This is an optimization exercise on Yosys and OpenROAD, whose aim is small area, a short achievable clock period and few clock cycles per item, not a production implementation. The RTL was checked by simulation tests, not by an equivalence proof against the original design.

## run.sh

```bash
#!/bin/bash
# synth_recipe.tcl (not shown) runs the flow's synth.tcl, then flattens the netlist and writes it again
# the make line also repeats each setting of config.mk as NAME=value (left out here)
make -C /OpenROAD-flow-scripts/flow DESIGN_CONFIG=/design/flow/config.mk WORK_HOME=/design/flow/orfs CLKGATE_MAP_FILE= SYNTH_SCRIPT=/design/flow/synth_recipe.tcl finish
```

## config.mk

```make
export PLATFORM = sky130hd
export DESIGN_NAME = attention_score
export DESIGN_NICKNAME = attention_score
export VERILOG_FILES = /design/flow/design.v
export SDC_FILE = /design/flow/constraint.sdc
export NUM_CORES = 4
export LEC_CHECK = 0
export CAP_MARGIN = 20
export CORE_MARGIN = 2
export CORE_UTILIZATION = 40
export CTS_CLUSTER_DIAMETER = 145
export CTS_CLUSTER_SIZE = 20
export PLACE_DENSITY = 0.6
export SETUP_SLACK_MARGIN = 4.0
export SLEW_MARGIN = 20
```

## constraint.sdc

```tcl
create_clock -name core_clock -period 10.0 [get_ports {clk}]
set_input_delay 2.0000 -clock core_clock [delete_from_list [all_inputs] [get_ports {clk}]]
set_output_delay 2.0000 -clock core_clock [all_outputs]
set_load 0.01 [all_outputs]
```

## design.v

```verilog
`timescale 1ns / 1ps
module signed_floating_point_multiplier(
    input  wire [15:0] operand_a,
    input  wire [15:0] operand_b,
    output wire [15:0] result
);
    wire [11:0] m;
    fmul_core CORE(.fa(operand_a[9:0]), .fb(operand_b[9:0]), .m(m));
    wire [4:0]  es = operand_a[14:10] + operand_b[14:10] - 5'd15;
    wire [4:0]  e  = m[11] ? es + 5'd1 : es;
    wire [9:0]  f  = m[11] ? m[10:1] : m[9:0];
    wire        z  = (operand_a == 16'd0) || (operand_b == 16'd0);
    assign result = z ? 16'd0 : {operand_a[15] ^ operand_b[15], e, f};
endmodule
module fmul_core(
    input  wire [9:0]  fa,
    input  wire [9:0]  fb,
    output wire [11:0] m
    );
    wire pp0_0 = fa[0] & fb[0];
    wire pp0_1 = fa[1] & fb[0];
    wire pp0_2 = fa[2] & fb[0];
    wire pp0_3 = fa[3] & fb[0];
    wire pp0_4 = fa[4] & fb[0];
    wire pp0_5 = fa[5] & fb[0];
    wire pp0_6 = fa[6] & fb[0];
    wire pp0_7 = fa[7] & fb[0];
    wire pp0_8 = fa[8] & fb[0];
    wire pp0_9 = fa[9] & fb[0];
    wire pp1_0 = fa[0] & fb[1];
    wire pp1_1 = fa[1] & fb[1];
    wire pp1_2 = fa[2] & fb[1];
    wire pp1_3 = fa[3] & fb[1];
    wire pp1_4 = fa[4] & fb[1];
    wire pp1_5 = fa[5] & fb[1];
    wire pp1_6 = fa[6] & fb[1];
    wire pp1_7 = fa[7] & fb[1];
    wire pp1_8 = fa[8] & fb[1];
    wire pp1_9 = fa[9] & fb[1];
    wire pp2_0 = fa[0] & fb[2];
    wire pp2_1 = fa[1] & fb[2];
    wire pp2_2 = fa[2] & fb[2];
    wire pp2_3 = fa[3] & fb[2];
    wire pp2_4 = fa[4] & fb[2];
    wire pp2_5 = fa[5] & fb[2];
    wire pp2_6 = fa[6] & fb[2];
    wire pp2_7 = fa[7] & fb[2];
    wire pp2_8 = fa[8] & fb[2];
    wire pp2_9 = fa[9] & fb[2];
    wire pp3_0 = fa[0] & fb[3];
    wire pp3_1 = fa[1] & fb[3];
    wire pp3_2 = fa[2] & fb[3];
    wire pp3_3 = fa[3] & fb[3];
    wire pp3_4 = fa[4] & fb[3];
    wire pp3_5 = fa[5] & fb[3];
    wire pp3_6 = fa[6] & fb[3];
    wire pp3_7 = fa[7] & fb[3];
    wire pp3_8 = fa[8] & fb[3];
    wire pp3_9 = fa[9] & fb[3];
    wire pp4_0 = fa[0] & fb[4];
    wire pp4_1 = fa[1] & fb[4];
    wire pp4_2 = fa[2] & fb[4];
    wire pp4_3 = fa[3] & fb[4];
    wire pp4_4 = fa[4] & fb[4];
    wire pp4_5 = fa[5] & fb[4];
    wire pp4_6 = fa[6] & fb[4];
    wire pp4_7 = fa[7] & fb[4];
    wire pp4_8 = fa[8] & fb[4];
    wire pp4_9 = fa[9] & fb[4];
    wire pp5_0 = fa[0] & fb[5];
    wire pp5_1 = fa[1] & fb[5];
    wire pp5_2 = fa[2] & fb[5];
    wire pp5_3 = fa[3] & fb[5];
    wire pp5_4 = fa[4] & fb[5];
    wire pp5_5 = fa[5] & fb[5];
    wire pp5_6 = fa[6] & fb[5];
    wire pp5_7 = fa[7] & fb[5];
    wire pp5_8 = fa[8] & fb[5];
    wire pp5_9 = fa[9] & fb[5];
    wire pp6_0 = fa[0] & fb[6];
    wire pp6_1 = fa[1] & fb[6];
    wire pp6_2 = fa[2] & fb[6];
    wire pp6_3 = fa[3] & fb[6];
    wire pp6_4 = fa[4] & fb[6];
    wire pp6_5 = fa[5] & fb[6];
    wire pp6_6 = fa[6] & fb[6];
    wire pp6_7 = fa[7] & fb[6];
    wire pp6_8 = fa[8] & fb[6];
    wire pp6_9 = fa[9] & fb[6];
    wire pp7_0 = fa[0] & fb[7];
    wire pp7_1 = fa[1] & fb[7];
    wire pp7_2 = fa[2] & fb[7];
    wire pp7_3 = fa[3] & fb[7];
    wire pp7_4 = fa[4] & fb[7];
    wire pp7_5 = fa[5] & fb[7];
    wire pp7_6 = fa[6] & fb[7];
    wire pp7_7 = fa[7] & fb[7];
    wire pp7_8 = fa[8] & fb[7];
    wire pp7_9 = fa[9] & fb[7];
    wire pp8_0 = fa[0] & fb[8];
    wire pp8_1 = fa[1] & fb[8];
    wire pp8_2 = fa[2] & fb[8];
    wire pp8_3 = fa[3] & fb[8];
    wire pp8_4 = fa[4] & fb[8];
    wire pp8_5 = fa[5] & fb[8];
    wire pp8_6 = fa[6] & fb[8];
    wire pp8_7 = fa[7] & fb[8];
    wire pp8_8 = fa[8] & fb[8];
    wire pp8_9 = fa[9] & fb[8];
    wire pp9_0 = fa[0] & fb[9];
    wire pp9_1 = fa[1] & fb[9];
    wire pp9_2 = fa[2] & fb[9];
    wire pp9_3 = fa[3] & fb[9];
    wire pp9_4 = fa[4] & fb[9];
    wire pp9_5 = fa[5] & fb[9];
    wire pp9_6 = fa[6] & fb[9];
    wire pp9_7 = fa[7] & fb[9];
    wire pp9_8 = fa[8] & fb[9];
    wire pp9_9 = fa[9] & fb[9];
    wire hs0, hc0;
    assign {hc0, hs0} = pp0_9 + pp1_8;
    wire fs1, fc1;
    assign {fc1, fs1} = pp1_9 + pp2_8 + pp3_7;
    wire hs2, hc2;
    assign {hc2, hs2} = pp4_6 + pp5_5;
    wire fs3, fc3;
    assign {fc3, fs3} = pp2_9 + pp3_8 + pp4_7;
    wire hs4, hc4;
    assign {hc4, hs4} = pp5_6 + pp6_5;
    wire fs5, fc5;
    assign {fc5, fs5} = pp3_9 + pp4_8 + pp5_7;
    wire hs6, hc6;
    assign {hc6, hs6} = pp0_6 + pp1_5;
    wire fs7, fc7;
    assign {fc7, fs7} = pp0_7 + pp1_6 + pp2_5;
    wire hs8, hc8;
    assign {hc8, hs8} = pp3_4 + pp4_3;
    wire fs9, fc9;
    assign {fc9, fs9} = pp0_8 + pp1_7 + pp2_6;
    wire fs10, fc10;
    assign {fc10, fs10} = pp3_5 + pp4_4 + pp5_3;
    wire hs11, hc11;
    assign {hc11, hs11} = pp6_2 + pp7_1;
    wire fs12, fc12;
    assign {fc12, fs12} = hs0 + pp2_7 + pp3_6;
    wire fs13, fc13;
    assign {fc13, fs13} = pp4_5 + pp5_4 + pp6_3;
    wire fs14, fc14;
    assign {fc14, fs14} = pp7_2 + pp8_1 + pp9_0;
    wire fs15, fc15;
    assign {fc15, fs15} = hc0 + fs1 + hs2;
    wire fs16, fc16;
    assign {fc16, fs16} = pp6_4 + pp7_3 + pp8_2;
    wire fs17, fc17;
    assign {fc17, fs17} = pp9_1 + fa[0] + fb[0];
    wire fs18, fc18;
    assign {fc18, fs18} = fc1 + hc2 + fs3;
    wire fs19, fc19;
    assign {fc19, fs19} = hs4 + pp7_4 + pp8_3;
    wire fs20, fc20;
    assign {fc20, fs20} = pp9_2 + fa[1] + fb[1];
    wire fs21, fc21;
    assign {fc21, fs21} = fc3 + hc4 + fs5;
    wire fs22, fc22;
    assign {fc22, fs22} = pp6_6 + pp7_5 + pp8_4;
    wire fs23, fc23;
    assign {fc23, fs23} = pp9_3 + fa[2] + fb[2];
    wire fs24, fc24;
    assign {fc24, fs24} = fc5 + pp4_9 + pp5_8;
    wire fs25, fc25;
    assign {fc25, fs25} = pp6_7 + pp7_6 + pp8_5;
    wire fs26, fc26;
    assign {fc26, fs26} = pp9_4 + fa[3] + fb[3];
    wire fs27, fc27;
    assign {fc27, fs27} = pp5_9 + pp6_8 + pp7_7;
    wire fs28, fc28;
    assign {fc28, fs28} = pp8_6 + pp9_5 + fa[4];
    wire fs29, fc29;
    assign {fc29, fs29} = pp6_9 + pp7_8 + pp8_7;
    wire hs30, hc30;
    assign {hc30, hs30} = pp0_4 + pp1_3;
    wire fs31, fc31;
    assign {fc31, fs31} = pp0_5 + pp1_4 + pp2_3;
    wire hs32, hc32;
    assign {hc32, hs32} = pp3_2 + pp4_1;
    wire fs33, fc33;
    assign {fc33, fs33} = hs6 + pp2_4 + pp3_3;
    wire fs34, fc34;
    assign {fc34, fs34} = pp4_2 + pp5_1 + pp6_0;
    wire fs35, fc35;
    assign {fc35, fs35} = hc6 + fs7 + hs8;
    wire fs36, fc36;
    assign {fc36, fs36} = pp5_2 + pp6_1 + pp7_0;
    wire fs37, fc37;
    assign {fc37, fs37} = fc7 + hc8 + fs9;
    wire fs38, fc38;
    assign {fc38, fs38} = fs10 + hs11 + pp8_0;
    wire fs39, fc39;
    assign {fc39, fs39} = fc9 + fc10 + hc11;
    wire fs40, fc40;
    assign {fc40, fs40} = fs12 + fs13 + fs14;
    wire fs41, fc41;
    assign {fc41, fs41} = fc12 + fc13 + fc14;
    wire fs42, fc42;
    assign {fc42, fs42} = fs15 + fs16 + fs17;
    wire fs43, fc43;
    assign {fc43, fs43} = fc15 + fc16 + fc17;
    wire fs44, fc44;
    assign {fc44, fs44} = fs18 + fs19 + fs20;
    wire fs45, fc45;
    assign {fc45, fs45} = fc18 + fc19 + fc20;
    wire fs46, fc46;
    assign {fc46, fs46} = fs21 + fs22 + fs23;
    wire fs47, fc47;
    assign {fc47, fs47} = fc21 + fc22 + fc23;
    wire fs48, fc48;
    assign {fc48, fs48} = fs24 + fs25 + fs26;
    wire fs49, fc49;
    assign {fc49, fs49} = fc24 + fc25 + fc26;
    wire fs50, fc50;
    assign {fc50, fs50} = fs27 + fs28 + fb[4];
    wire fs51, fc51;
    assign {fc51, fs51} = fc27 + fc28 + fs29;
    wire fs52, fc52;
    assign {fc52, fs52} = pp9_6 + fa[5] + fb[5];
    wire fs53, fc53;
    assign {fc53, fs53} = fc29 + pp7_9 + pp8_8;
    wire fs54, fc54;
    assign {fc54, fs54} = pp9_7 + fa[6] + fb[6];
    wire fs55, fc55;
    assign {fc55, fs55} = pp8_9 + pp9_8 + fa[7];
    wire hs56, hc56;
    assign {hc56, hs56} = pp0_3 + pp1_2;
    wire fs57, fc57;
    assign {fc57, fs57} = hs30 + pp2_2 + pp3_1;
    wire fs58, fc58;
    assign {fc58, fs58} = hc30 + fs31 + hs32;
    wire fs59, fc59;
    assign {fc59, fs59} = fc31 + hc32 + fs33;
    wire fs60, fc60;
    assign {fc60, fs60} = fc33 + fc34 + fs35;
    wire fs61, fc61;
    assign {fc61, fs61} = fc35 + fc36 + fs37;
    wire fs62, fc62;
    assign {fc62, fs62} = fc37 + fc38 + fs39;
    wire fs63, fc63;
    assign {fc63, fs63} = fc39 + fc40 + fs41;
    wire fs64, fc64;
    assign {fc64, fs64} = fc41 + fc42 + fs43;
    wire fs65, fc65;
    assign {fc65, fs65} = fc43 + fc44 + fs45;
    wire fs66, fc66;
    assign {fc66, fs66} = fc45 + fc46 + fs47;
    wire fs67, fc67;
    assign {fc67, fs67} = fc47 + fc48 + fs49;
    wire fs68, fc68;
    assign {fc68, fs68} = fc49 + fc50 + fs51;
    wire fs69, fc69;
    assign {fc69, fs69} = fc51 + fc52 + fs53;
    wire fs70, fc70;
    assign {fc70, fs70} = fc53 + fc54 + fs55;
    wire fs71, fc71;
    assign {fc71, fs71} = fc55 + pp9_9 + fa[8];
    wire hs72, hc72;
    assign {hc72, hs72} = pp0_2 + pp1_1;
    wire fs73, fc73;
    assign {fc73, fs73} = hs56 + pp2_1 + pp3_0;
    wire fs74, fc74;
    assign {fc74, fs74} = hc56 + fs57 + pp4_0;
    wire fs75, fc75;
    assign {fc75, fs75} = fc57 + fs58 + pp5_0;
    wire fs76, fc76;
    assign {fc76, fs76} = fc58 + fs59 + fs34;
    wire fs77, fc77;
    assign {fc77, fs77} = fc59 + fs60 + fs36;
    wire fs78, fc78;
    assign {fc78, fs78} = fc60 + fs61 + fs38;
    wire fs79, fc79;
    assign {fc79, fs79} = fc61 + fs62 + fs40;
    wire fs80, fc80;
    assign {fc80, fs80} = fc62 + fs63 + fs42;
    wire fs81, fc81;
    assign {fc81, fs81} = fc63 + fs64 + fs44;
    wire fs82, fc82;
    assign {fc82, fs82} = fc64 + fs65 + fs46;
    wire fs83, fc83;
    assign {fc83, fs83} = fc65 + fs66 + fs48;
    wire fs84, fc84;
    assign {fc84, fs84} = fc66 + fs67 + fs50;
    wire fs85, fc85;
    assign {fc85, fs85} = fc67 + fs68 + fs52;
    wire fs86, fc86;
    assign {fc86, fs86} = fc68 + fs69 + fs54;
    wire fs87, fc87;
    assign {fc87, fs87} = fc69 + fs70 + fb[7];
    wire fs88, fc88;
    assign {fc88, fs88} = fc70 + fs71 + fb[8];
    wire fs89, fc89;
    assign {fc89, fs89} = fc71 + fa[9] + fb[9];
    wire [21:0] ra = {1'b0, fc89, fc88, fc87, fc86, fc85, fc84, fc83, fc82, fc81, fc80, fc79, fc78, fc77, fc76, fc75, fc74, fc73, hc72, hs72, pp0_1, pp0_0};
    wire [21:0] rb = {1'b0, 1'b1, fs89, fs88, fs87, fs86, fs85, fs84, fs83, fs82, fs81, fs80, fs79, fs78, fs77, fs76, fs75, fs74, fs73, pp2_0, pp1_0, 1'b0};
    wire [21:0] s = ra + rb;
    assign m = s[21:10];
endmodule
`timescale 1ns / 1ps
module fadd_align(
    input  wire [15:0] operand_a,
    input  wire [15:0] operand_b,
    input  wire        a_zero,       
    output reg  [11:0] s,
    output reg  [4:0]  e,
    output reg         sg
);
    wire        sa = operand_a[15];
    wire        sb = operand_b[15];
    wire [4:0]  ea = operand_a[14:10];
    wire [4:0]  eb = operand_b[14:10];
    wire [10:0] na = {1'b1, operand_a[9:0]};
    wire [10:0] nb = {1'b1, operand_b[9:0]};
    wire        za = a_zero | (operand_a == 16'd0);
    wire        zb = (operand_b == 16'd0);
    wire        a_gt  = ea > eb;
    wire        e_eq  = ea == eb;
    wire        a_big = a_gt | (e_eq & (operand_a[9:0] > operand_b[9:0]));
    wire [4:0]  d     = a_gt ? ea - eb : eb - ea;
    wire [4:0]  emax  = a_gt ? ea : eb;
    wire [10:0] x     = a_big ? na : nb;         
    wire [10:0] ys    = a_big ? nb : na;
    wire [10:0] y     = ys >> d;                 
    wire        sub   = sa ^ sb;
    wire [11:0] xy    = {1'b0, x} + ({1'b0, y} ^ {12{sub}}) + {11'd0, sub};
    always @* begin
        if (za) begin
            s  = {1'b0, nb};
            e  = eb;
            sg = sb;
        end else if (zb) begin
            s  = {1'b0, na};
            e  = ea;
            sg = sa;
        end else begin
            s  = xy;
            e  = emax;
            sg = a_big ? sa : sb;
        end
    end
endmodule
module fadd_norm(
    input  wire [11:0] s,
    input  wire [4:0]  e,
    input  wire        sg,
    output wire [15:0] result
);
    reg [3:0] lz;
    integer t;
    always @* begin
        lz = 4'd12;
        for (t = 0; t < 12; t = t + 1)
            if (s[t]) lz = 4'd11 - t[3:0];
    end
    wire [11:0] nrm = s << lz;
    wire [4:0]  en  = e + 5'd1 - {1'b0, lz};
    assign result = (s == 12'd0) ? {sg, 15'd0} : {sg, en, nrm[10:1]};
endmodule
module signed_floating_point_adder(
    input  wire [15:0] operand_a,
    input  wire [15:0] operand_b,
    output wire [15:0] result
);
    wire [11:0] s;
    wire [4:0]  e;
    wire        sg;
    fadd_align AL(.operand_a(operand_a), .operand_b(operand_b), .a_zero(1'b0),
                  .s(s), .e(e), .sg(sg));
    fadd_norm  NO(.s(s), .e(e), .sg(sg), .result(result));
endmodule
`timescale 1ns / 1ps
module attention_score(
    input             clk,
    input             rst,
    input             wr_en,
    input             wr_sel,       
    input      [2:0]  wr_row,
    input      [2:0]  wr_col,
    input      [15:0] wr_data,
    input             start,
    input      [2:0]  rd_row,
    input      [2:0]  rd_col,
    output     [15:0] rd_data,
    output reg        done
    );
    reg [15:0] query [0:63];
    reg [15:0] key   [0:63];
    reg [15:0] QK    [0:63];
    always @(posedge clk) begin
        if (wr_en) begin
            if (wr_sel)
                key[{wr_row, wr_col}] <= wr_data;
            else
                query[{wr_row, wr_col}] <= wr_data;
        end
    end
    reg        busy;
    reg [5:0]  step;       
    wire go = start | busy;
    wire [2:0] s_i = {step[5:4], step[0]};
    wire [2:0] s_j = step[3:1];
    reg        op_v,   prod_v,   mid_v;
    reg        op_f,   prod_f;
    reg        op_l,   prod_l,   mid_l;
    reg [2:0]  op_i,   prod_i,   mid_i;
    always @(posedge clk) begin
        if (rst) begin
            busy   <= 1'b0;
            step   <= 6'd0;
            op_v   <= 1'b0;
            prod_v <= 1'b0;
            mid_v  <= 1'b0;
            done   <= 1'b0;
        end else begin
            if (go) begin
                step <= step + 6'd1;
                busy <= (step != 6'd63);
            end
            op_v   <= go;
            prod_v <= op_v;
            mid_v  <= prod_v;
            done   <= mid_v & mid_l & (mid_i == 3'd7);
        end
    end
    always @(posedge clk) begin
        op_f   <= (s_j == 3'd0);
        op_l   <= (s_j == 3'd7);
        op_i   <= s_i;
        prod_f <= op_f;
        prod_l <= op_l;
        prod_i <= op_i;
        mid_l  <= prod_l;
        mid_i  <= prod_i;
    end
    reg [15:0] q_op;
    always @(posedge clk)
        q_op <= query[{s_i, s_j}];
    wire store = mid_v & mid_l;
    genvar g;
    generate
        for (g = 0; g < 8; g = g + 1) begin : lane
            reg  [15:0] k_op;
            reg  [15:0] prod;
            reg  [11:0] mid_s;
            reg  [4:0]  mid_e;
            reg         mid_sg;
            reg  [15:0] acc;
            wire [15:0] p_w;
            wire [11:0] s_w;
            wire [4:0]  e_w;
            wire        sg_w;
            wire [15:0] sum;
            always @(posedge clk)
                k_op <= key[{g[2:0], s_j}];
            signed_floating_point_multiplier MUL(
                .operand_a(q_op), .operand_b(k_op), .result(p_w));
            fadd_align AL(
                .operand_a(acc), .operand_b(prod), .a_zero(prod_f),
                .s(s_w), .e(e_w), .sg(sg_w));
            fadd_norm NO(
                .s(mid_s), .e(mid_e), .sg(mid_sg), .result(sum));
            wire [15:0] scaled = (sum == 16'd0) ? 16'd0 :
                                 {sum[15], sum[14:10] - 5'd2, sum[9:0]};
            always @(posedge clk) begin
                prod   <= p_w;
                mid_s  <= s_w;
                mid_e  <= e_w;
                mid_sg <= sg_w;
                acc    <= sum;
            end
            integer r;
            always @(posedge clk) begin
                for (r = 0; r < 8; r = r + 1)
                    if (store && mid_i == r)
                        QK[8*r+g] <= scaled;
            end
        end
    endgenerate
    wire [3:0]  rd_lo = 4'd1 << rd_col[1:0];
    wire [15:0] rd_hi = 16'd1 << {rd_row, rd_col[2]};
    reg  [15:0] rd_w, rd_g;
    integer x, y;
    always @* begin
        rd_w = 16'd0;
        for (x = 0; x < 16; x = x + 1) begin
            rd_g = 16'd0;
            for (y = 0; y < 4; y = y + 1)
                rd_g = rd_g | (QK[4*x+y] & {16{rd_lo[y]}});
            rd_w = rd_w | (rd_g & {16{rd_hi[x]}});
        end
    end
    assign rd_data = rd_w;
endmodule
```

==> impl_metrics.env, run 1 <==
export IMPL_multi_input_area_mm2=0.0739
export IMPL_tritoncts="yes"
export IMPL_tightestPinTransition_ns=1.21
export IMPL_floorplan_die_area_mm2=0.463
export IMPL_run_status="complete, no violations"
export IMPL_initial_core_util_pct=40.1
export IMPL_layout_commonest_cell="sky130_fd_sc_hd__edfxtp_1"
export IMPL_final_setup_skew_ns=0.123
export IMPL_syn_mean_instance_area_um2=14.4
export IMPL_std_cell_rows=248
export IMPL_minimum_period_implied_by_the_final_worst_setup_slack_ns=5.97
export IMPL_max_freq_ghz=0.167
export IMPL_syn_cell_area_mm2=0.183
export IMPL_numCtsBuffers=205
export IMPL_synth_enable_flop_cells=3072
export IMPL_dp_hpwl_mm=306
export IMPL_yosys_cell_types_count=104
export IMPL_cts_root_buffer_cell="sky130_fd_sc_hd__clkbuf_16"
export IMPL_crit_path_max_fanout=9
export IMPL_global_route_usage_total_pct=20.2
export IMPL_place_detailed_instances=18509
export IMPL_grt_pass1_vias=104537
export IMPL_port_buffers=49
export IMPL_design_portCount=50
export IMPL_avgViaCountPerCell=5.54
export IMPL_clk_transition_reported_paths_ns=0.08
export IMPL_min_delay_worst_endpoint="prod_l"
export IMPL_cts_max_path_buffers=4
export IMPL_async_set_or_reset_register_ratio_after_synthesis_pct=0
export IMPL_layout_worst_path_cycle_share_pct=59.7
export IMPL_timing_max_slew_rel_slack_pct=19.3
export IMPL_final_fill_count=40410
export IMPL_critical_path_endpoint_type="output port"
export IMPL_required_time_of_the_critical_path_ns=8.00
export IMPL_timing_final_hold_violations=0
export IMPL_die_width_um=681
export IMPL_min_delay_start="op_l"
export IMPL_detail_route_iter0_violations=10471
export IMPL_postSynthCellCount=12731
export IMPL_core_area_mm2=0.456
export IMPL_synthesis_yosys_warnings=4
export IMPL_clkSinkCount=3641
export IMPL_most_common_layout_cells="sky130_fd_sc_hd__edfxtp_1, sky130_fd_sc_hd__inv_1, sky130_fd_sc_hd__mux4_2"
export IMPL_final_cells=18959
export IMPL_regArea_mm2=0.104
export IMPL_post_route_cells_drive_above_1_share_pct=16.0
export IMPL_drc=0
export IMPL_synth_seq_cells=3641
export IMPL_timing_setup_critical_path_class="input port to output port"
export IMPL_route_vias_total=105054
export IMPL_post_drt_wl_per_cell_um=25.0
export IMPL_worst_r2r_startpoint="q_op[9]"
export IMPL_finalMaxSlewViolations=0
export IMPL_worst_r2r_setup_slack_ns=4.25
export IMPL_cp_start_kind="input port"
export IMPL_clkLatencyLatePin_ns=0.97
export IMPL_final_setup_tns_ns=0
export IMPL_grt_start_max_net_pins=135
export IMPL_synth_nets=14021
export IMPL_die_height_um=681
export IMPL_layout_area_overhead_vs_synth_pct=9.51
export IMPL_grt_pass1_wl_mm=703
export IMPL_worst_r2r_cell_count=19
export IMPL_grt_setup_unrepaired="yes"
export IMPL_drv_max_cap_violation_count=0
export IMPL_drt_antenna_violating_nets=0
export IMPL_antenna_found_initial=23
export IMPL_finalCoreUtilization_pct=44.0
export IMPL_dr_pass1_iters=6
export IMPL_cts_hold_buffers_added=0
export IMPL_rr_endpoint="lane[2].prod[6]"
export IMPL_num_nets_final=14129
export IMPL_critPathArrivalTime_ns=3.97
export IMPL_min_path_type="flip-flop to flip-flop"
export IMPL_place_gp_congestion=0.875
export IMPL_detail_route_wirelength_mm=474
export IMPL_setup_viol=0
export IMPL_ys_dominant_reg_cell="sky130_fd_sc_hd__edfxtp_1"
export IMPL_h_tree_level_count=4
export IMPL_total_congestion_overflow_after_global_routing=0
export IMPL_seq_area_frac_synth_pct=56.6
export IMPL_min_path_cells=0
## worst max path at each step
stage / from / endpoint / slack, ns / depth (start not counted)
after floorplan: mid_i[0] / QK[48][0] / 3.52 / 2
after global placement: rd_row[2] / rd_data[10] / 2.69 / 8
after detailed placement: rd_col[0] / rd_data[12] / 2.77 / 7
after CTS: rd_col[0] / rd_data[11] / 3.84 / 8
after global routing: lane[3].prod[11] / lane[3].mid_s[10] / 3.90 / 23
final: rd_col[0] / rd_data[12] / 4.03 / 8
## metal layers
metal / share of wire [%] / vias up / global-route usage (%)
li1: - / 46991 / -
met5: 0.0067 / - / 0
met3: 6.2 / 503 / 2.46
met1: 44 / 54399 / 29.2
met4: 2.5 / 6 / 4.42
met2: 47 / 3155 / 32.8
## worst max-delay path, stage by stage
cell	delay, ns
sky130_fd_sc_hd__buf_16	0.15
sky130_fd_sc_hd__buf_12	0.12
sky130_fd_sc_hd__buf_16	0.14
sky130_fd_sc_hd__mux4_2	0.49
sky130_fd_sc_hd__a22oi_1	0.24
sky130_fd_sc_hd__nand4_1	0.15
sky130_fd_sc_hd__or2_2	0.36
sky130_fd_sc_hd__dlygate4sd2_1	0.30
## timing repair
item	CTS	global route
resized for setup	159	171
pin swaps	9	15
gates cloned	19	5
setup buffers	51	39
setup endpoints to repair	140	139
## registers in the layout, indices dropped and copies added (netlist names), 3 cells and up
signal / cells
op_i: 3
QK: 1024
lane.mid_s: 96
key: 1024
prod_i: 3
step: 6
mid_i: 3
lane.k_op: 128
lane.mid_sg: 8
q_op: 16
query: 1024
lane.mid_e: 40
lane.prod: 128
lane.acc: 128
## layout make-up
| type | count | area share [%] |
|---|---|---|
| well taps | 6000 | 3.74 |
| diodes | 8 | 0.00998 |
| repair buffers | 489 | 2.51 |
| multi-input cells | 7313 | 36.9 |
| clock inverters | 15 | 0.142 |
| inverters | 1189 | 2.23 |
| flip-flops and latches | 3641 | 51.7 |
| clock buffers | 304 | 2.77 |
## stage by stage
step | instance area, um^2 | hold WS, ns | worst slack (ns)
floorplan | 183000 | 0.310 | 3.52
global route | 200000 | 0.336 | 3.90
global placement | 192000 | 0.310 | 2.69
finish | 201000 | 0.332 | 4.03
CTS | 199000 | 0.333 | 3.84
detailed placement | 192000 | 0.314 | 2.77
## cell families (layout without fill, tap and decap cells)
family	count (synthesis)	in the layout	share of synthesized area (%)
AOI/OAI and AO/OA	1522	1524	5.57
xor gates and xnor gates	324	324	1.56
adders and majority gates	1257	1257	11.4
buffers and inverters	1779	1997	3.68
DFF	3641	3641	56.6
muxes	1313	1313	13.3
other	0	8	0
and+or+nand+nor	2895	2895	7.89
## Yosys cell counts (112+ instances only)
master | number | area share, %
sky130_fd_sc_hd__a21o_1 | 116 | 0.48
sky130_fd_sc_hd__a21oi_1 | 339 | 0.93
sky130_fd_sc_hd__a22oi_1 | 137 | 0.56
sky130_fd_sc_hd__and2_1 | 696 | 2.4
sky130_fd_sc_hd__clkbuf_1 | 470 | 0.96
sky130_fd_sc_hd__dfxtp_1 | 569 | 6.2
sky130_fd_sc_hd__edfxtp_1 | 3072 | 50
sky130_fd_sc_hd__fa_1 | 680 | 7.4
sky130_fd_sc_hd__ha_1 | 577 | 3.9
sky130_fd_sc_hd__inv_1 | 1184 | 2.4
sky130_fd_sc_hd__mux2_2 | 193 | 1.2
sky130_fd_sc_hd__mux2i_1 | 237 | 1.3
sky130_fd_sc_hd__mux4_2 | 876 | 11
sky130_fd_sc_hd__nand2_1 | 753 | 1.5
sky130_fd_sc_hd__nand3_1 | 118 | 0.32
sky130_fd_sc_hd__nor2_1 | 671 | 1.4
sky130_fd_sc_hd__nor3_1 | 112 | 0.31
sky130_fd_sc_hd__nor4_1 | 141 | 0.48
sky130_fd_sc_hd__o21ai_0 | 294 | 0.80
sky130_fd_sc_hd__xnor2_1 | 239 | 1.1
Testbench counts, summed over its fixed seeds: cycles 6,272, jobs 32.
==> run 2: changes to the inputs <==
--- a/config.mk
+++ b/config.mk
@@ -12,4 +12,4 @@
 export CTS_CLUSTER_SIZE = 20
 export PLACE_DENSITY = 0.6
-export SETUP_SLACK_MARGIN = 4.0
+export SETUP_SLACK_MARGIN = 4.2
 export SLEW_MARGIN = 20
==> run 2 against run 1 <==
Still clean on timing, DRC and antenna. Die area unchanged. Worst setup slack improved by 0.10 ns. Worst hold slack improved by 0.0013 ns. Synthesized area unchanged. Sequential share of layout area decreased by 0.69 points. Fmax increased by 1.8%. Via count increased by 0.73%. Utilization increased by 0.61 points. Largest cell class unchanged.
==> impl_metrics.env, run 2 <==
export IMPL_antenna_found_initial=27
export IMPL_final_critical_path_setup_slack_ns=4.13
export IMPL_grt_pass1_vias=105504
export IMPL_run_status="complete, no violations"
export IMPL_initial_core_util_pct=40.1
export IMPL_grt_start_max_net_pins=129
export IMPL_global_route_usage_total_pct=20.5
export IMPL_h_tree_level_count=4
export IMPL_seq_area_frac_synth_pct=56.6
export IMPL_synth_seq_cells=3641
export IMPL_synth_enable_flop_cells=3072
export IMPL_cts_hold_buffers_added=0
export IMPL_avgViaCountPerCell=5.54
export IMPL_cts_root_buffer_cell="sky130_fd_sc_hd__clkbuf_16"
export IMPL_design_portCount=50
export IMPL_drv_max_cap_violation_count=0
export IMPL_route_vias_total=105818
export IMPL_die_width_um=681
export IMPL_grt_pass1_wl_mm=710
export IMPL_tritoncts="yes"
export IMPL_area_contributors_post_synth="sky130_fd_sc_hd__edfxtp_1, sky130_fd_sc_hd__mux4_2, sky130_fd_sc_hd__fa_1"
export IMPL_total_congestion_overflow_after_global_routing=0
export IMPL_synth_simple_gate_area_share_pct=7.89
export IMPL_yosys_area_share_xor_xnor_pct=1.56
export IMPL_final_setup_tns_ns=0
export IMPL_max_freq_ghz=0.170
export IMPL_num_nets_final=14258
export IMPL_place_gp_congestion=0.867
export IMPL_layout_area_overhead_vs_synth_pct=11.0
export IMPL_finalInstanceArea_mm2=0.203
export IMPL_port_buffers=49
export IMPL_synth_top_family_by_area="multiplexers"
export IMPL_synth_mux_area_share_pct=13.3
export IMPL_reg_largest_list="QK (1024), key (1024), query (1024)"
export IMPL_layout_worst_path_cycle_share_pct=58.7
export IMPL_dp_hpwl_mm=305
export IMPL_finalMaxSlewViolations=0
export IMPL_floorplan_die_area_mm2=0.463
export IMPL_setup_viol=0
export IMPL_synth_top_area_share_pct=50.4
export IMPL_yosys_area_share_adder_pct=11.4
export IMPL_critPathMaxStageDelay_ns=0.49
export IMPL_clk_transition_reported_paths_ns=0.08
export IMPL_final_setup_skew_ns=0.151
export IMPL_syn_cell_area_mm2=0.183
export IMPL_minimum_period_implied_by_the_final_worst_setup_slack_ns=5.87
export IMPL_critical_path_endpoint_type="output port"
export IMPL_required_time_of_the_critical_path_ns=8.00
export IMPL_crit_path_max_fanout=6
export IMPL_detail_route_wirelength_mm=482
export IMPL_critPathArrivalTime_ns=3.87
export IMPL_timing_setup_critical_path_class="input port to output port"
export IMPL_drc=0
export IMPL_synthesis_yosys_warnings=4
export IMPL_drt_antenna_violating_nets=0
export IMPL_most_common_layout_cells="sky130_fd_sc_hd__edfxtp_1, sky130_fd_sc_hd__inv_1, sky130_fd_sc_hd__mux4_2"
export IMPL_clkSinkCount=3641
export IMPL_ys_dominant_reg_cell="sky130_fd_sc_hd__edfxtp_1"
export IMPL_post_route_cells_drive_above_1_share_pct=18.1
export IMPL_synthesized_area_fraction_occupied_by_ao_oa_aoi_and_oai_cells_pct=5.57
export IMPL_timing_critical_path_slowest_stage_cell="sky130_fd_sc_hd__mux4_2"
export IMPL_clkLatencyLatePin_ns=0.97
export IMPL_async_set_or_reset_register_ratio_after_synthesis_pct=0
export IMPL_post_drt_wl_per_cell_um=25.3
export IMPL_cts_max_path_buffers=4
export IMPL_tightestPinTransition_ns=1.14
export IMPL_die_height_um=681
export IMPL_pre_cts_ws_ns=2.59
export IMPL_postSynthCellCount=12731
export IMPL_dpl_instance_area_mm2=0.192
export IMPL_syn_mean_instance_area_um2=14.4
export IMPL_std_cell_rows=248
export IMPL_finalCoreUtilization_pct=44.6
export IMPL_detail_route_iter0_violations=10331
export IMPL_worst_r2r_setup_slack_ns=4.34
export IMPL_synth_area_leader_cell="sky130_fd_sc_hd__edfxtp_1"
export IMPL_cp_start_kind="input port"
export IMPL_core_area_mm2=0.456
export IMPL_post_synth_most_frequent_cells="sky130_fd_sc_hd__edfxtp_1, sky130_fd_sc_hd__inv_1, sky130_fd_sc_hd__mux4_2"
export IMPL_crit_chain="buf_16, buf_12, buf_12, buf_16, buf_6, mux4_2, a22oi_2, nand4_1, or2_4, buf_6"
export IMPL_timing_final_hold_violations=0
export IMPL_dr_pass1_iters=7
export IMPL_layout_commonest_cell="sky130_fd_sc_hd__edfxtp_1"
export IMPL_yosys_cell_types_count=104
export IMPL_timing_max_slew_rel_slack_pct=23.5
export IMPL_numCtsBuffers=208
export IMPL_dominant_cell_by_count_in_the_synthesized_netlist="sky130_fd_sc_hd__edfxtp_1"
export IMPL_min_path_type="flip-flop to flip-flop"
export IMPL_synth_nets=14021
export IMPL_grt_setup_unrepaired="yes"
[run 2: worst paths after layout]
kind,from,to,cells past startpoint
worst min register to register,op_l,prod_l,0
worst min-delay path,op_l,prod_l,0
worst max-delay path,rd_col[0],rd_data[7],10
worst max register to register,q_op[9],lane[3].prod[3],23
[run 2: cell families (layout without fill, tap and decap cells)]
kind of cell    count (synthesis)  after routing
mux                          1313           1314
fa+ha+maj                    1257           1257
flops                        3641           3641
xor+xnor                      324            324
compound gates               1522           1527
buf+inv                      1779           2125
other cells                     0             10
simple gates                 2895           2896
[run 2: final cells by class]
class	instances	area, um^2
Antenna cell	10	25.0
Clock buffer	311	5650
Clock inverter	15	322
Fill cell	40156	253000
Inverter	1189	4460
Multi-Input combinational cell	7318	74800
Sequential cell	3641	104000
Tap cell	6000	7510
Timing Repair Buffer	610	6770
[run 2: stage by stage]
stage | cells | hold WS [ns]
2_1_floorplan | 12731 | 0.310
3_3_place_gp | 18511 | 0.311
5_1_grt | 19086 | 0.341
6_report | 19094 | 0.333
3_5_place_dp | 18512 | 0.313
4_1_cts | 19001 | 0.332
[run 2: worst max-delay path, delay by kind of cell]
family                 cells  cell delay [ns]
AOI/OAI and AO/OA          1             0.16
and+or+nand+nor            2             0.45
muxes                      1             0.49
buffers and inverters      6             0.74
[run 2: routing by layer]
| layer | track usage (%) | part of all wire, % |
|---|---|---|
| met2 | 33.5 | 47 |
| met4 | 4.53 | 2.5 |
| met1 | 29.3 | 44 |
| met3 | 2.59 | 6.3 |
| met5 | 0 | 0.018 |
[run 2: what timing repair did]
action / 4_1_cts / 5_1_grt
pin swaps: 70 / 102
gates cloned: 36 / 9
endpoints found under the setup margin: 163 / 143
buffers inserted: 127 / 73
resized for setup: 372 / 266
==> run 3: changes to the inputs <==
--- a/config.mk
+++ b/config.mk
@@ -12,4 +12,4 @@
 export CTS_CLUSTER_SIZE = 20
 export PLACE_DENSITY = 0.6
-export SETUP_SLACK_MARGIN = 4.2
+export SETUP_SLACK_MARGIN = 4.4
 export SLEW_MARGIN = 20
==> run 3 against run 2 <==
First-iteration DRC count grew 0.20%. Via count grew 1.2%. Synthesized area is the same. Non-clock buffer count grew 95. Largest cell class unchanged. Fmax shrank 0.92%. Still clean on timing, DRC and antenna. Worst setup slack lost 0.054 ns. Cell area grew 1.0%. Die area is the same. Worst hold slack lost 0.014 ns. Critical path depth is the same.
==> impl_metrics.env, run 3 <==
export IMPL_clk_transition_reported_paths_ns=0.09
export IMPL_timing_final_hold_violations=0
export IMPL_global_route_usage_total_pct=20.7
export IMPL_postSynthCellCount=12731
export IMPL_total_congestion_overflow_after_global_routing=0
export IMPL_async_set_or_reset_register_ratio_after_synthesis_pct=0
export IMPL_minimum_period_implied_by_the_final_worst_setup_slack_ns=5.92
export IMPL_timing_setup_critical_path_class="input port to output port"
export IMPL_final_fill_count=40146
export IMPL_route_vias_total=107130
export IMPL_avgViaCountPerCell=5.58
export IMPL_dominant_cell_by_count_in_the_synthesized_netlist="sky130_fd_sc_hd__edfxtp_1"
export IMPL_drc=0
export IMPL_std_cell_rows=248
export IMPL_multi_input_area_mm2=0.0762
export IMPL_floorplan_die_area_mm2=0.463
export IMPL_design_portCount=50
export IMPL_run_status="complete, no violations"
export IMPL_clkLatencyLatePin_ns=1.00
export IMPL_grt_pass1_wl_mm=721
export IMPL_min_path_type="flip-flop to flip-flop"
export IMPL_num_nets_final=14351
export IMPL_cts_max_path_buffers=4
export IMPL_h_tree_level_count=4
export IMPL_crit_path_max_fanout=6
export IMPL_dp_hpwl_mm=309
export IMPL_place_gp_congestion=0.872
export IMPL_finalMaxSlewViolations=0
export IMPL_die_width_um=681
export IMPL_critical_path_endpoint_type="output port"
export IMPL_syn_mean_instance_area_um2=14.4
export IMPL_pre_cts_ws_ns=2.72
export IMPL_tritoncts="yes"
export IMPL_post_synth_most_frequent_cells="sky130_fd_sc_hd__edfxtp_1, sky130_fd_sc_hd__inv_1, sky130_fd_sc_hd__mux4_2"
export IMPL_clkSinkCount=3641
export IMPL_cp_start_kind="input port"
export IMPL_port_buffers=49
export IMPL_seq_area_frac_synth_pct=56.6
export IMPL_synth_seq_cells=3641
export IMPL_tightestPinTransition_ns=1.17
export IMPL_final_cells=19198
export IMPL_grt_pass1_vias=106700
export IMPL_layout_worst_path_cycle_share_pct=59.2
export IMPL_dr_pass1_iters=5
export IMPL_critPathArrivalTime_ns=3.92
export IMPL_most_common_layout_cells="sky130_fd_sc_hd__edfxtp_1, sky130_fd_sc_hd__inv_1, sky130_fd_sc_hd__mux4_2"
export IMPL_grt_setup_unrepaired="yes"
export IMPL_cts_hold_buffers_added=0
export IMPL_layout_commonest_cell="sky130_fd_sc_hd__edfxtp_1"
export IMPL_area_contributors_post_synth="sky130_fd_sc_hd__edfxtp_1, sky130_fd_sc_hd__mux4_2, sky130_fd_sc_hd__fa_1"
export IMPL_detail_route_wirelength_mm=491
export IMPL_final_setup_tns_ns=0
export IMPL_synth_top_area_share_pct=50.4
export IMPL_drv_max_cap_violation_count=0
export IMPL_worst_r2r_setup_slack_ns=4.25
export IMPL_ys_dominant_reg_cell="sky130_fd_sc_hd__edfxtp_1"
export IMPL_final_critical_path_setup_slack_ns=4.08
export IMPL_numCtsBuffers=207
export IMPL_reg_largest_list="QK (1024), key (1024), query (1024)"
export IMPL_synth_nets=14021
export IMPL_required_time_of_the_critical_path_ns=8.00
export IMPL_regArea_mm2=0.104
export IMPL_die_height_um=681
export IMPL_synth_enable_flop_cells=3072
export IMPL_timing_max_slew_rel_slack_pct=22.1
export IMPL_syn_cell_area_mm2=0.183
export IMPL_place_detailed_instances=18520
export IMPL_post_drt_wl_per_cell_um=25.6
export IMPL_detail_route_iter0_violations=10352
export IMPL_max_freq_ghz=0.169
export IMPL_synthesis_yosys_warnings=4
export IMPL_initial_core_util_pct=40.1
export IMPL_grt_start_max_net_pins=145
export IMPL_final_setup_skew_ns=0.155
export IMPL_setup_viol=0
export IMPL_drt_antenna_violating_nets=0
export IMPL_core_area_mm2=0.456
export IMPL_cts_root_buffer_cell="sky130_fd_sc_hd__clkbuf_16"
export IMPL_antenna_found_initial=30
export IMPL_yosys_cell_types_count=104
export IMPL_synth_area_leader_cell="sky130_fd_sc_hd__edfxtp_1"
export IMPL_layout_area_overhead_vs_synth_pct=12.2
export IMPL_post_route_cells_drive_above_1_share_pct=20.7
[run 3: layout make-up]
| type | instances | area share, % |
|---|---|---|
| Clock buffer | 307 | 2.71 |
| Timing Repair Buffer | 705 | 3.60 |
| Sequential cell | 3641 | 50.6 |
| Inverter | 1189 | 2.17 |
| Multi-Input combinational cell | 7317 | 37.1 |
| Clock inverter | 18 | 0.160 |
| Antenna cell | 21 | 0.0256 |
| Tap cell | 6000 | 3.66 |
[run 3: logic make-up after synthesis]
group,share of synthesized area [%]
DFF,56.6
AOI/OAI and AO/OA,5.57
and+or+nand+nor,7.89
xor gates and xnor gates,1.56
adders and majority gates,11.4
buffers and inverters,3.68
muxes,13.3
[run 3: per-layer routing]
metal,vias up,GRT usage (%),wire [um]
met5,-,0,69
met2,3400,34.4,235000
met3,540,2.40,29500
met4,12,4.58,12600
met1,55733,29.4,214000
li1,47445,-,-
[run 3: final timing paths]
path | depth (start not counted) | start | to
max reg2reg | 23 | q_op[7] | lane[3].prod[5]
min | 0 | prod_i[1] | mid_i[1]
max | 10 | rd_col[0] | rd_data[0]
min reg2reg | 0 | prod_i[1] | mid_i[1]
[run 3: timing repair]
| item | CTS | global route |
|---|---|---|
| gates resized for setup | 469 | 545 |
| cloned | 33 | 12 |
| setup buffers | 150 | 137 |
| endpoints found under the hold margin | 0 | 0 |
| pin swaps | 117 | 286 |
| setup endpoints to repair | 183 | 187 |
[run 3: per-stage QoR]
step	area, um^2	hold slack [ns]	utilization (%)
finish	205000	0.319	45.0
global route	205000	0.331	45.0
CTS	202000	0.322	44.2
detailed placement	192000	0.314	42.1
global placement	192000	0.313	42.0
floorplan	183000	0.310	-
[run 3: worst max-delay path, stage by stage]
cell,delay (ns)
sky130_fd_sc_hd__buf_16,0.12
sky130_fd_sc_hd__buf_16,0.13
sky130_fd_sc_hd__buf_12,0.13
sky130_fd_sc_hd__buf_8,0.13
sky130_fd_sc_hd__buf_16,0.15
sky130_fd_sc_hd__mux4_2,0.52
sky130_fd_sc_hd__a22oi_2,0.23
sky130_fd_sc_hd__nand4_1,0.11
sky130_fd_sc_hd__or2_4,0.25
sky130_fd_sc_hd__buf_6,0.12
==> run 4: changes to the inputs <==
--- a/config.mk
+++ b/config.mk
@@ -8,8 +8,8 @@
 export CAP_MARGIN = 20
 export CORE_MARGIN = 2
-export CORE_UTILIZATION = 40
+export CORE_UTILIZATION = 50
 export CTS_CLUSTER_DIAMETER = 145
 export CTS_CLUSTER_SIZE = 20
-export PLACE_DENSITY = 0.6
-export SETUP_SLACK_MARGIN = 4.4
+export PLACE_DENSITY = 0.65
+export SETUP_SLACK_MARGIN = 4.2
 export SLEW_MARGIN = 20
==> run 4 against run 3 <==
Still clean. Sequential share of layout area rose by 1.0 points. Critical path depth down 1. Non-clock buffer count down 169. Count of clock-buffer cells in the layout grew 21. Via count grew 1.4%. Critical path type unchanged. Largest cell class unchanged.
==> impl_metrics.env, run 4 <==
export IMPL_run_status="complete, no violations"
export IMPL_grt_pass1_vias=109079
export IMPL_drv_max_cap_violation_count=0
export IMPL_initial_core_util_pct=50.2
export IMPL_timing_setup_critical_path_class="input port to output port"
export IMPL_regArea_mm2=0.104
export IMPL_core_area_mm2=0.365
export IMPL_route_vias_total=108679
export IMPL_critical_path_endpoint="rd_data[1]"
export IMPL_grt_pass1_wl_mm=716
export IMPL_grt_setup_unrepaired="yes"
export IMPL_finalMaxSlewViolations=0
export IMPL_crit_chain="buf_16, buf_16, buf_8, buf_4, mux4_2, a22oi_2, nand4_1, or2_2, clkbuf_2"
export IMPL_final_fill_count=28878
export IMPL_critPathMaxStageDelay_ns=0.49
export IMPL_final_setup_tns_ns=0
export IMPL_final_cells=17851
export IMPL_synthesized_area_fraction_occupied_by_ao_oa_aoi_and_oai_cells_pct=5.57
export IMPL_synth_area_leader_cell="sky130_fd_sc_hd__edfxtp_1"
export IMPL_yosys_cell_types_count=104
export IMPL_die_width_um=609
export IMPL_place_detailed_instances=17251
export IMPL_syn_mean_instance_area_um2=14.4
export IMPL_detail_route_iter0_violations=11753
export IMPL_drt_antenna_violating_nets=0
export IMPL_design_portCount=50
export IMPL_timing_final_hold_violations=0
export IMPL_num_nets_final=14183
export IMPL_cts_max_path_buffers=4
export IMPL_async_set_or_reset_register_ratio_after_synthesis_pct=0
export IMPL_global_route_usage_total_pct=25.7
export IMPL_synth_top_family_by_area="multiplexers"
export IMPL_synth_enable_flop_cells=3072
export IMPL_synth_nets=14021
export IMPL_detail_route_wirelength_mm=487
export IMPL_synth_mux_area_share_pct=13.3
export IMPL_avgViaCountPerCell=6.09
export IMPL_synth_seq_cells=3641
export IMPL_critPathArrivalTime_ns=3.87
export IMPL_tritoncts="yes"
export IMPL_post_drt_wl_per_cell_um=27.3
export IMPL_synthesis_yosys_warnings=4
export IMPL_worstSetupPathDepth=9
export IMPL_timing_max_slew_rel_slack_pct=17.7
export IMPL_yosys_area_share_adder_pct=11.4
export IMPL_layout_area_overhead_vs_synth_pct=9.95
export IMPL_seq_area_frac_synth_pct=56.6
export IMPL_max_freq_ghz=0.170
export IMPL_dp_hpwl_mm=307
export IMPL_minimum_period_implied_by_the_final_worst_setup_slack_ns=5.87
export IMPL_floorplan_die_area_mm2=0.371
export IMPL_tightestPinTransition_ns=1.23
export IMPL_pre_cts_ws_ns=2.62
export IMPL_timing_critical_path_slowest_stage_cell="sky130_fd_sc_hd__mux4_2"
export IMPL_setup_viol=0
export IMPL_min_path_type="flip-flop to flip-flop"
export IMPL_multi_input_area_mm2=0.0750
export IMPL_synth_simple_gate_area_share_pct=7.89
export IMPL_yosys_area_share_xor_xnor_pct=1.56
export IMPL_die_height_um=609
export IMPL_critical_path_endpoint_type="output port"
export IMPL_clk_transition_reported_paths_ns=0.09
export IMPL_timing_critical_path_buf_inv=5
export IMPL_critPathTopFamily="buffers and inverters"
export IMPL_startpoint="rd_col[0]"
export IMPL_antenna_found_initial=23
export IMPL_postSynthCellCount=12731
export IMPL_most_common_layout_cells="sky130_fd_sc_hd__edfxtp_1, sky130_fd_sc_hd__inv_1, sky130_fd_sc_hd__mux4_2"
export IMPL_layout_commonest_cell="sky130_fd_sc_hd__edfxtp_1"
export IMPL_post_synth_most_frequent_cells="sky130_fd_sc_hd__edfxtp_1, sky130_fd_sc_hd__inv_1, sky130_fd_sc_hd__mux4_2"
export IMPL_syn_cell_area_mm2=0.183
export IMPL_place_gp_congestion=0.912
export IMPL_clkSinkCount=3641
export IMPL_grt_start_max_net_pins=164
export IMPL_final_critical_path_setup_slack_ns=4.13
export IMPL_cts_hold_buffers_added=0
export IMPL_dominant_cell_by_count_in_the_synthesized_netlist="sky130_fd_sc_hd__edfxtp_1"
export IMPL_clkLatencyLatePin_ns=0.99
export IMPL_dr_pass1_iters=6
export IMPL_numCtsBuffers=206
export IMPL_hold_worst_slack_ns=0.321
export IMPL_port_buffers=49
export IMPL_drc=0
export IMPL_critPathMostFrequentCell="sky130_fd_sc_hd__buf_16"
export IMPL_std_cell_rows=222
export IMPL_synth_top_area_share_pct=50.4
export IMPL_ys_dominant_reg_cell="sky130_fd_sc_hd__edfxtp_1"
export IMPL_reg_largest_list="QK (1024), key (1024), query (1024)"
export IMPL_cp_start_kind="input port"
export IMPL_cts_root_buffer_cell="sky130_fd_sc_hd__clkbuf_16"
export IMPL_total_congestion_overflow_after_global_routing=0
export IMPL_crit_path_max_fanout=9
export IMPL_required_time_of_the_critical_path_ns=8.00
export IMPL_final_setup_skew_ns=0.139
export IMPL_h_tree_level_count=4
export IMPL_area_contributors_post_synth="sky130_fd_sc_hd__edfxtp_1, sky130_fd_sc_hd__mux4_2, sky130_fd_sc_hd__fa_1"
export IMPL_worst_r2r_setup_slack_ns=4.24
export IMPL_layout_worst_path_cycle_share_pct=58.7
export IMPL_worst_r2r_startpoint="q_op[9]"
export IMPL_post_route_cells_drive_above_1_share_pct=17.9
export IMPL_worst_r2r_cell_count=21
export IMPL_rr_endpoint="lane[2].prod[13]"
run 4: cell counts after synthesis:
Identical to the previous run, type by type.
run 4: cells by family after synthesis:
logic type      count (synthesis)
mux                          1313
buf+inv                      1779
xor+xnor                      324
simple gates                 2895
compound gates               1522
flops                        3641
fa+ha+maj                    1257
run 4: worst min-delay path by stage:
stage                     startpoint        to  slack, ns  cells past startpoint
after floorplan            prod_i[0]  mid_i[0]       0.31                      0
after global placement          op_f    prod_f       0.31                      0
after detailed placement      prod_l     mid_l       0.31                      0
after CTS                       op_f    prod_f       0.32                      0
after global routing            op_f    prod_f       0.33                      0
final                           op_f    prod_f       0.32                      0
run 4: worst reg2reg max path, cell delays in order, from the launching register on:
cell                        delay (ns)
sky130_fd_sc_hd__dfxtp_4          0.44
sky130_fd_sc_hd__buf_4            0.20
sky130_fd_sc_hd__clkbuf_16        0.16
sky130_fd_sc_hd__nand2_1          0.07
sky130_fd_sc_hd__fa_1             0.50
sky130_fd_sc_hd__fa_1             0.41
sky130_fd_sc_hd__fa_1             0.57
sky130_fd_sc_hd__fa_1             0.44
sky130_fd_sc_hd__fa_1             0.50
sky130_fd_sc_hd__inv_1            0.05
sky130_fd_sc_hd__ha_2             0.32
sky130_fd_sc_hd__nor2b_1          0.15
sky130_fd_sc_hd__o21ai_1          0.13
sky130_fd_sc_hd__nand2b_1         0.14
sky130_fd_sc_hd__a221oi_4         0.36
sky130_fd_sc_hd__o211ai_1         0.22
sky130_fd_sc_hd__a31oi_2          0.25
sky130_fd_sc_hd__buf_4            0.19
sky130_fd_sc_hd__nor2_1           0.06
sky130_fd_sc_hd__and3_1           0.19
sky130_fd_sc_hd__xnor2_1          0.13
sky130_fd_sc_hd__nor2_1           0.06
run 4: per-stage QoR:
stage	util (%)	area [um^2]
after detailed placement	52.0	190000
after floorplan	-	183000
after global placement	52.0	190000
final	55.2	201000
after global routing	55.2	201000
after CTS	54.5	199000
run 4: final cells by class:
type / instances / share of cell area [%]
Antenna cell: 5 / 0.00622
Clock buffer: 328 / 2.80
Clock inverter: 17 / 0.122
Inverter: 1189 / 2.22
Multi-Input combinational cell: 7319 / 37.3
Sequential cell: 3641 / 51.6
Tap cell: 4816 / 2.99
Timing Repair Buffer: 536 / 3.03
run 4: timing repair:
action	CTS	global route
resized for setup	316	282
setup buffers	91	98
pin swaps	40	89
gates cloned	36	20
endpoints found under the setup margin	177	153
run 4: layer usage:
| metal | global-route usage (%) | vias to the layer above | wire length [um] |
|---|---|---|---|
| met3 | 3.27 | 682 | 35900 |
| met1 | 36.5 | 56473 | 203000 |
| met4 | 7.28 | 4 | 15100 |
| met5 | 0 | - | 23 |
| met2 | 41.9 | 4378 | 233000 |
| li1 | - | 47142 | - |

-- afterwards: timing with drivers on the ports --
No port has a modelled driver above. Below, the same layouts with a new extraction and two added sets of constraints.
Step 1, drivers: a clkbuf_16 drives clk and a buf_2 each remaining input, both assumed.
Step 2, shift: input delay + t, output delay - t, t = (earliest + latest rising clock arrival at the registers) / 2. This alone moves slack from input paths to output paths.
a / b / c = ideal ports / drivers / drivers and shift; a / b = the first two.
run	shift t [ns]	setup slack, ns	slew at the worst register clock pin (ns)	worst data-port slew with drivers (ns)
run 1	1.023	4.028 / 3.557 / 3.557	0.10 / 0.10	0.55
run 2	1.014	4.131 / 3.799 / 3.799	0.11 / 0.11	0.37
run 3	1.042	4.077 / 3.731 / 3.731	0.10 / 0.10	0.39
run 4	1.016	4.127 / 3.491 / 3.491	0.10 / 0.10	0.78
After both steps setup and hold are still met in every run listed. The setup slack of run 4, which loses most, moves by -0.636 ns with the drivers and by -0.636 ns with both steps.
